This design comes from an exercise in tuning for small area on the open sky130 flow, not from production work.
In this exercise RTL edits were held to simulation tests only and were not proved equivalent to the original.
No activity file was given, so power comes from the tool's default toggle rates.

## flow/design.v (module list and top-level ports; edited modules follow where they fit)
// module RGBtoYCbCr: 1227 lines
// module SkinDecider: 7 lines
// module PalmIdentification: 76 lines
// module FingerIdentification: 96 lines
// module SignIdentification: 38 lines
// module SignToText: 62 lines
module SignToText(red_ch,
		  green_ch,
		  blue_ch,
		  palm_height_test,
		  TESTING_SWITCH,
		  sign_value,
		  thumb_status, index_status, middle_status, ring_status, pinky_status,
		  start_of_palm_r, start_of_palm_c,
		  end_of_palm_r, end_of_palm_c,
		  palm_width, palm_height,
		  clk,rst);
  // ...
==> flow/flow/run.sh <==
#!/bin/bash
# Layout flow: the standard synthesis, then an area-oriented re-mapping of the
# combinational logic with ABC (registers untouched: same cells, same names), then
# the standard layout with every port buffered by a buf_1.
set -euo pipefail
WORK=$(pwd)
FLOW=$WORK/flow
R=$WORK/orfs/results/$FLOW_PLATFORM/SignToText/base
LIB=$FLOW_HOME/platforms/$FLOW_PLATFORM/lib/sky130_fd_sc_hd__tt_025C_1v80.lib
YOSYS=yosys
[ -x "$FLOW_HOME/../tools/install/yosys/bin/yosys" ] && YOSYS=$FLOW_HOME/../tools/install/yosys/bin/yosys

# 1. standard synthesis
bash standard.sh synth > $WORK/1_standard_synth.log 2>&1

# 2. re-map the combinational logic
cp $R/1_2_yosys.v $WORK/1_2_yosys_standard.v
python3 $FLOW/libmodels.py $LIB > $WORK/comb_models.v
cat > $WORK/remap.abc <<EOA
&get -n; &st; &deepsyn -T 120; &dch -f; &nf -R 1000 -p -F 10 -A 6; &put
EOA
cat > $WORK/remap.ys <<EOY
read_liberty -lib $LIB
read_verilog -overwrite $WORK/comb_models.v
read_verilog $WORK/1_2_yosys_standard.v
hierarchy -check -top $FLOW_TOP
flatten
techmap
opt -purge
abc -liberty $LIB -dont_use sky130_fd_sc_hd__probe_p_8 -dont_use sky130_fd_sc_hd__probec_p_8 -dont_use *lpflow* -script $WORK/remap.abc
read_liberty -lib -overwrite $LIB
opt_clean -purge
hilomap -singleton -hicell sky130_fd_sc_hd__conb_1 HI -locell sky130_fd_sc_hd__conb_1 LO
splitnets
opt_clean -purge
tee -o $WORK/remap_stat.txt stat -liberty $LIB
check -assert -mapped
write_verilog -noattr -nohex -nodec $WORK/1_2_yosys_remapped.v
EOY
$YOSYS -s $WORK/remap.ys > $WORK/2_remap_yosys.log 2>&1
cp $WORK/1_2_yosys_remapped.v $R/1_2_yosys.v
rm -f $R/1_synth.odb $R/1_synth.sdc

# 3. standard layout from the re-mapped netlist
bash standard.sh BUFFER_PORTS_ARGS="-buffer_cell sky130_fd_sc_hd__buf_1" CTS_ARGS="-sink_clustering_enable -repair_clock_nets -buf_list sky130_fd_sc_hd__clkbuf_8 -dont_use_dummy_load" finish > $WORK/3_standard_layout.log 2>&1
==> flow/flow/libmodels.py <==
# Write Verilog models for the combinational cells of a liberty file (one output pin with a function).
import re, sys
lib = open(sys.argv[1]).read()
out = []
for m in re.finditer(r'\n\s*cell\s*\(\s*"?(\w+)"?\s*\)\s*\{', lib):
    name = m.group(1)
    # find the cell body by brace matching
    i = m.end(); depth = 1
    while depth:
        c = lib[i]
        if c == '{': depth += 1
        elif c == '}': depth -= 1
        i += 1
    body = lib[m.end():i]
    if re.search(r'\b(ff|latch|statetable)\s*\(', body): continue
    pins = re.findall(r'pin\s*\(\s*"?(\w+)"?\s*\)\s*\{(.*?)\n\s{8}\}', body, re.S)
    ins, outs = [], []
    for pn, pb in pins:
        d = re.search(r'direction\s*:\s*"?(\w+)"?', pb)
        if not d: continue
        if d.group(1) == 'input': ins.append(pn)
        elif d.group(1) == 'output':
            f = re.search(r'function\s*:\s*"([^"]*)"', pb)
            if f: outs.append((pn, f.group(1)))
    if not outs or not ins: continue
    ports = ins + [o for o, _ in outs]
    lines = [f"(* keep_hierarchy = 0 *) module {name}(" + ", ".join(ports) + ");"]
    lines += [f"  input {p};" for p in ins]
    for o, f in outs:
        e = f.replace('!', '~').replace('+', '|').replace('*', '&')
        e = re.sub(r'\)\s*\(', ') & (', e)
        e = re.sub(r'(\w)\s+(\w)', r'\1 & \2', e)
        e = re.sub(r'(\w)\s+(\w)', r'\1 & \2', e)
        e = re.sub(r'\)\s+(\w|~|\()', r') & \1', e)
        e = re.sub(r'(\w)\s+(\(|~)', r'\1 & \2', e)
        lines.append(f"  output {o};\n  assign {o} = {e};")
    lines.append("endmodule")
    out.append("\n".join(lines))
print("\n".join(out))
==> flow/standard.sh <==
#!/bin/bash
# synth_recipe.tcl (not shown) runs the flow's synth.tcl, then flattens the netlist and writes it again
# the make line also repeats each setting of config.mk as NAME=value (left out here)
make -C /OpenROAD-flow-scripts/flow DESIGN_CONFIG=/design/flow/config.mk WORK_HOME=/design/flow/orfs CLKGATE_MAP_FILE= SYNTH_SCRIPT=/design/flow/synth_recipe.tcl "${@:-finish}"
==> flow/config.mk <==
export PLATFORM = sky130hd
export DESIGN_NAME = SignToText
export DESIGN_NICKNAME = SignToText
export VERILOG_FILES = /design/flow/design.v
export SDC_FILE = /design/flow/constraint.sdc
export NUM_CORES = 4
export LEC_CHECK = 0
export CAP_MARGIN = 20
export CORE_MARGIN = 2
export CORE_UTILIZATION = 40
export SLEW_MARGIN = 20
==> flow/constraint.sdc <==
create_clock -name core_clock -period 10.0 [get_ports {clk}]
set_input_delay 2.0000 -clock core_clock [delete_from_list [all_inputs] [get_ports {clk}]]
set_output_delay 2.0000 -clock core_clock [all_outputs]
set_load 0.01 [all_outputs]
==> flow_summary.ini, run 1 <==
[status]
status = no timing/DRC/antenna violations

[floorplan]
core.rowCount = 57
io_pins = 92

[global_route]
grtUsageMet1_pct = 29.53
grt_pass1_vias = 8651
antenna_found_initial = 0
grt.met2_usage_pct = 31.29
grt_max_degree = 65
grt_pass1_wl_mm = 43.30

[power_and_ir_drop]
p_seq_share_pct = 35.9
seq_cell_power_uw = 488
comb_power_uw = 550
vdd_ir_drop_max_uv = 110.6

[timing]
min_period_ps = 8169
fin_hold_ws_ps = 434.5
rsz0062_at_grt = false

[setup_path]
critical_path.startpoint_type = input port

[synthesis]
netlist_instances = 1291

[cts]
cts_made_buffers = 17
cts_hold_buffers = 0
clk_pin_slew_worst_paths_ps = 70
cts_max_level = 4
clk_latency_ps = 450

[placement]
io_buffer_count = 89
gp_congestion = 0.9418

[final_layout]
nonClkBufAreaFrac_pct = 4.078
stdcell_count = 1736
n_all_buffers = 103
final_area_mm2 = 0.01080

[route]
ant_nets = 0
wl_met2_mm = 11.59
drtIter0Drc = 676
==> inputs of run 2 (changes only) <==
--- a/flow/flow/run.sh
+++ b/flow/flow/run.sh
@@ -42,4 +42,4 @@
 rm -f $R/1_synth.odb $R/1_synth.sdc
 
 # 3. standard layout from the re-mapped netlist
-bash standard.sh BUFFER_PORTS_ARGS="-buffer_cell sky130_fd_sc_hd__buf_1" CTS_ARGS="-sink_clustering_enable -repair_clock_nets -buf_list sky130_fd_sc_hd__clkbuf_8 -dont_use_dummy_load" finish > $WORK/3_standard_layout.log 2>&1
+bash standard.sh BUFFER_PORTS_ARGS="-buffer_cell sky130_fd_sc_hd__buf_1" CTS_ARGS="-sink_clustering_enable -repair_clock_nets -buf_list {sky130_fd_sc_hd__clkbuf_4 sky130_fd_sc_hd__clkbuf_8} -root_buf sky130_fd_sc_hd__clkbuf_8 -sink_buffer_max_cap_derate 0.5 -dont_use_dummy_load" finish > $WORK/3_standard_layout.log 2>&1
==> flow_summary.ini, run 2 <==
[timing]
rsz0062_at_grt = false
worst_slack_ps = 1831
max_slew_margin_pct = 35.13
timing.final.crit_share_pct = 81.69
min_period_ps = 8169
fin_tns_setup_ps = 0
max_freq_ghz = 0.1224
finalHoldViolations = 0
drv_slew = 0
tightest_slew_ps = 969.5
fin_skew_ps = 34.87
fin_hold_ws_ps = 434.5
finalSetupViolations = 0

[power_and_ir_drop]
vdd_ir_drop_max_uv = 110.6
leakage_nw = 3.762
power.share.clock_pct = 23.6
power_switching_uw = 484.7
p_int_uw = 872.6
combPwrFrac_pct = 40.5
p_sw_share_pct = 35.71
p_per_area_mw_per_mm2 = 125.7
p_seq_share_pct = 35.9

[route]
first_pass_iters = 5
wirelength_mm = 26.39
ant_nets = 0
wire_per_inst_um = 15.20
via_per_inst = 5.539
vias = 9615
post-route-drc-count = 0
drtIter0Drc = 676

[global_route]
antenna_found_initial = 0
grt_pass1_vias = 8651
grt_usage_pct = 20.49
overflow = 0
grt_pass1_wl_mm = 43.30
grt_max_degree = 65

[placement]
place_ws_ps = 1381
placedCellCount = 1719
gp_congestion = 0.9418
hpwlAfterDp_mm = 19.85
io_buffer_count = 89

[cts]
clk_latency_ps = 450
cts_max_level = 4
cts_made_buffers = 17
cts_sinks = 121
max-clock-path-buffers = 2
clk_pin_slew_worst_paths_ps = 70
post-cts-setup-buffers = 0
post_cts_resized = 0
cts_hold_buffers = 0
tritoncts = yes
ctsRootBufferMaster = clkbuf_8

[floorplan]
core.rowCount = 57
floorplan.initialDensity_pct = 40.31
fp.dieW_um = 159.9
die_y_um = 159.9
die-area_mm2 = 0.02556
core_mm2 = 0.02411
io_pins = 92

[setup_path]
cp.arrival_ps = 8500
rr_endpoint = dut_3.pinky_true[7]
critical_path.startpoint_type = input port
slowest_stage = xor2_1
slowest_delay_ps = 780
reg2reg_slack_ps = 4070
reg2reg_depth = 20
path_class = input port to flip-flop
cp-endpoint = dut_0.skin_q
required_ps = 10330
cp_max_fo = 17
cp_cell_sequence = buf_1 -> o21ai_0 -> o21ai_0 -> xor2_1 -> xnor2_1 -> maj3_1 -> maj3_1 -> maj3_1 -> maj3_1 -> maj3_1 -> maj3_1 -> maj3_1 -> maj3_1 -> maj3_1 -> xnor2_1 -> mux2i_1 -> a21oi_1 -> nor4_1
reg2reg_from = dut_2.width[3]
crit_start = blue_ch[1]
path_common_cell = maj3_1
cp-end-kind = flip-flop

[synthesis]
netlist_instances = 1291
synth-warning-count = 5
syn_area_mm2 = 0.009717
synth_area_per_cell_um2 = 7.527

[final_layout]
antenna_cells = 0
syn_to_final_growth_pct = 11.15
layout_common_cells = nor2_1, xnor2_1, dfxtp_1
fin_nets = 1449
final_common_cell = nor2_1
stdcell_count = 1736
drive_gt1_share_pct = 2.266

[worst_hold_path]
hp-start = dut_3.ring_status
hold_class = flip-flop to flip-flop

[status]
status = no timing/DRC/antenna violations

[job]
drv_cap = 0
-- run 2: cell counts in the layout (fill, tap and decap cells not counted) --
No cell type changed its count.
-- run 2: power by group through the flow --
stage	clock network [mW]	logic [mW]	registers, mW
after floorplan	0	0.440	0.497
after global placement	0	0.539	0.498
after detailed placement	0	0.547	0.498
after CTS	0.329	0.550	0.487
after global routing	0.353	0.621	0.488
final	0.320	0.550	0.488
-- run 2: layout make-up --
class	instances	area [um2]
clock buffers	17	234.0
flip-flops and latches	121	2422
multi-input cells	1131	7148
inverters	40	150.1
repair buffers	103	440.4
fillers	2536	13310
well taps	324	405.4
-- run 2: through the flow --
stage               instance area [um2]  power [mW]  utilization, %
detailed placement                10570       1.045           43.83
global route                      10800       1.461           44.80
finish                            10800       1.357           44.80
CTS                               10800       1.367           44.80
floorplan                          9721      0.9374               -
global placement                  10570       1.037           43.83
-- run 2: how the worst min path moves through the flow --
stage,to,cells past startpoint
floorplan,dut_1.object_image,1
global placement,dut_1.object_image,1
detailed placement,dut_1.object_image,1
CTS,dut_4.finger_db[3],2
global route,dut_1.object_image,1
finish,dut_4.finger_db[3],2
-- run 2: critical path, delay by kind of cell --
kind | cells | cell delay [ps]
multiplexers | 1 | 230
buffers and inverters | 1 | 610
AO/OA/AOI/OAI | 3 | 520
adder cells (fa/ha/maj) | 9 | 3600
XOR/XNOR | 3 | 1280
AND/OR/NAND/NOR | 1 | 260
-- run 2: routing by layer --
metal	vias up	track usage (%)	wire length, um	share of wire (%)
met4	0	6.224	470	1.8
met3	34	3.377	1276	4.8
met5	-	0	0	0
met1	4453	29.53	13060	49
met2	234	31.29	11590	44
li1	4894	-	-	-

## static timing again, ports no longer ideal
How much do the figures lean on ideal ports? The routed layouts below were timed once more, with nothing changed but the port constraints.
Step 1: set_driving_cell puts a clkbuf_16 on clk and a buf_2 on each other input, an assumption about the parent block.
Step 2 moves the port delays by t, midway between the first and last clock arrival at a register: inputs arrive t later, outputs are due t later. That takes back most of the time a late clock gives input paths.
a / b / c = no drivers / after step 1 / after step 2; a / b = the first two.
run | shift t [ns] | setup slack, ns | worst setup path at the end | slew at the worst register clock pin (ns) | pins driven straight from the clock port
run 1 | 0.474 | 1.831 / 1.848 / 1.374 | input to register | 0.08 / 0.08 | 1
run 2 | 0.474 | 1.831 / 1.848 / 1.374 | input to register | 0.08 / 0.08 | 1
After both steps every run listed still meets setup and hold.
